Context: an optimization exercise on an open-source flow, tuned for small area. The choices shown serve that exercise and are no tape-out recipe.
The RTL was checked by simulation tests, not by an equivalence proof against the original design.
Power figures rest on the tool's default switching activity, not on a simulated workload.

oak:
// top
module top(y, x, c0, c1, c2, clk, rst);
input clk;
input rst;
input [7:0] x;
input [7:0] c0;
input [7:0] c1;
input [7:0] c2;
output [15:0] y;
reg [7:0] xd;
reg [7:0] c0d;
reg [15:0] s2q;
wire [7:0] xg;
wire [7:0] xdg;
wire rstn = ~rst;
and_cell ug0 (.a(x[0]), .b(rstn), .y(xg[0]));
and_cell ugd0 (.a(xd[0]), .b(rstn), .y(xdg[0]));
and_cell ug1 (.a(x[1]), .b(rstn), .y(xg[1]));
and_cell ugd1 (.a(xd[1]), .b(rstn), .y(xdg[1]));
and_cell ug2 (.a(x[2]), .b(rstn), .y(xg[2]));
and_cell ugd2 (.a(xd[2]), .b(rstn), .y(xdg[2]));
and_cell ug3 (.a(x[3]), .b(rstn), .y(xg[3]));
and_cell ugd3 (.a(xd[3]), .b(rstn), .y(xdg[3]));
and_cell ug4 (.a(x[4]), .b(rstn), .y(xg[4]));
and_cell ugd4 (.a(xd[4]), .b(rstn), .y(xdg[4]));
and_cell ug5 (.a(x[5]), .b(rstn), .y(xg[5]));
and_cell ugd5 (.a(xd[5]), .b(rstn), .y(xdg[5]));
and_cell ug6 (.a(x[6]), .b(rstn), .y(xg[6]));
and_cell ugd6 (.a(xd[6]), .b(rstn), .y(xdg[6]));
and_cell ug7 (.a(x[7]), .b(rstn), .y(xg[7]));
and_cell ugd7 (.a(xd[7]), .b(rstn), .y(xdg[7]));
wire [15:0] s2n;
wire p1;
wire p2;
wire p3;
wire p4;
wire p5;
wire p6;
wire p7;
wire p8;
wire p9;
wire p10;
wire p11;
wire p12;
wire p13;
wire p14;
wire p15;
wire p16;
wire p17;
wire p18;
wire p19;
wire p20;
wire p21;
wire p22;
wire p23;
wire p24;
wire p25;
wire p26;
wire p27;
wire p28;
wire p29;
wire p30;
wire p31;
wire p32;
wire p33;
wire p34;
wire p35;
wire p36;
wire p37;
wire p38;
wire p39;
wire p40;
wire p41;
wire p42;
wire p43;
wire p44;
wire p45;
wire p46;
wire p47;
wire p48;
wire p49;
wire p50;
wire p51;
wire p52;
wire p53;
wire p54;
wire p55;
wire p56;
wire p57;
wire p58;
wire p59;
  ...
Settings: LEC_CHECK=0, CAP_MARGIN=20, CORE_MARGIN=2, CORE_UTILIZATION=40, CTS_BUF_LIST=sky130_fd_sc_hd__clkbuf_8, SLEW_MARGIN=20, SYNTH_HIERARCHICAL=1, SYNTH_MINIMUM_KEEP_SIZE=0; clock period 10.0 ns.
standard.sh (not shown) runs the stock make flow with config.mk's settings and CLKGATE_MAP_FILE= SYNTH_SCRIPT=/design/flow/synth_recipe.tcl, a recipe that flattens the netlist after the stock synthesis.
==> flow/flow/run.sh <==
#!/bin/bash
set -euo pipefail
export BUFFER_PORTS_ARGS="-buffer_cell sky130_fd_sc_hd__buf_1"
export CTS_ARGS="-buf_list sky130_fd_sc_hd__clkbuf_8 -sink_clustering_enable -sink_clustering_size 32 -sink_clustering_max_diameter 500 -dont_use_dummy_load -repair_clock_nets"
bash standard.sh > standard.log 2>&1
oak finished every step from synthesis to the final layout, and the layout passed the timing, design-rule and antenna checks.
Edits applied to the flow inputs when going from oak to pine:
==> flow/flow/run.sh <==
#!/bin/bash
# The standard layout (standard.sh, unchanged synthesis and steps), with
# one difference: the buffers that global placement puts on every input and
# output port are the platform's smallest buffer, not the delay buffer that
# buffer_ports picks by default. The resizer may still upsize them later.
set -euo pipefail
export BUFFER_PORTS_ARGS="-buffer_cell sky130_fd_sc_hd__buf_1"
bash standard.sh > standard.log 2>&1
==> run notes <==
- pine reached the end of the flow, and the finished layout is clean on the timing, design-rule and antenna checks.
- In pine relative to oak, final cell count had gone up slightly.
- Going from oak to pine, share of total power in sequential cells ~0 delta; proportion of power drawn by the clock network +0.8 points; routed wire length ~0 delta; largest incremental delay on the critical path ~0 delta.
Modified inputs, birch compared to pine
# pine
export LEC_CHECK = 0
export CAP_MARGIN = 20
export CORE_MARGIN = 2
export CORE_UTILIZATION = 40
export CTS_BUF_LIST = sky130_fd_sc_hd__clkbuf_8
export SLEW_MARGIN = 20
export SYNTH_HIERARCHICAL = 1
export SYNTH_MINIMUM_KEEP_SIZE = 0
create_clock -name core_clock -period 10.0 [get_ports {clk}]
# birch
export LEC_CHECK = 0
export CAP_MARGIN = 20
export CORE_MARGIN = 2
export CORE_UTILIZATION = 40
export CTS_BUF_LIST = sky130_fd_sc_hd__clkbuf_8
export CTS_CLUSTER_DIAMETER = 300
export CTS_CLUSTER_SIZE = 40
export SLEW_MARGIN = 20
export SYNTH_HIERARCHICAL = 1
export SYNTH_MINIMUM_KEEP_SIZE = 0
create_clock -name core_clock -period 10.0 [get_ports {clk}]
- Diff birch..pine | worst hold slack after final layout | negligible
- pine and birch ended up with nearly the same count of non-filler cells in the finished layout.
- Diff birch..pine | maximum operating frequency | unchanged
- The register-to-register slack of pine and that of birch are within noise of each other.
- [compare] base=pine new=birch: final wirelength closely matched the old numbers, fraction of area in registers closely matched the old numbers.
- Looking at pine and birch, the global-route usage is a wash.

[static timing again, ports no longer ideal]
No port has a modelled driver above. Below, the same layouts with a new extraction and two added sets of constraints.
Step 1 (the two cells are an assumption about what drives the block):
set clk [get_ports {clk}]
set_driving_cell -lib_cell sky130_fd_sc_hd__clkbuf_16 $clk
set_driving_cell -lib_cell sky130_fd_sc_hd__buf_2 [delete_from_list [all_inputs] $clk]
Step 2, shift: input delay + t, output delay - t, t = (earliest + latest rising clock arrival at the registers) / 2. This alone moves slack from input paths to output paths.
Slacks: no drivers / after step 1 / after step 2; pairs: no drivers / after step 1.
run | t (ns) | setup slack, ns | pins driven straight from the clock port
oak | 0.312 | 0.662 / 0.641 / 0.641 | 1
pine | 0.318 | 0.662 / 0.637 / 0.637 | 1
birch | 0.318 | 0.662 / 0.637 / 0.637 | 1
After both steps every run listed still meets setup and hold.
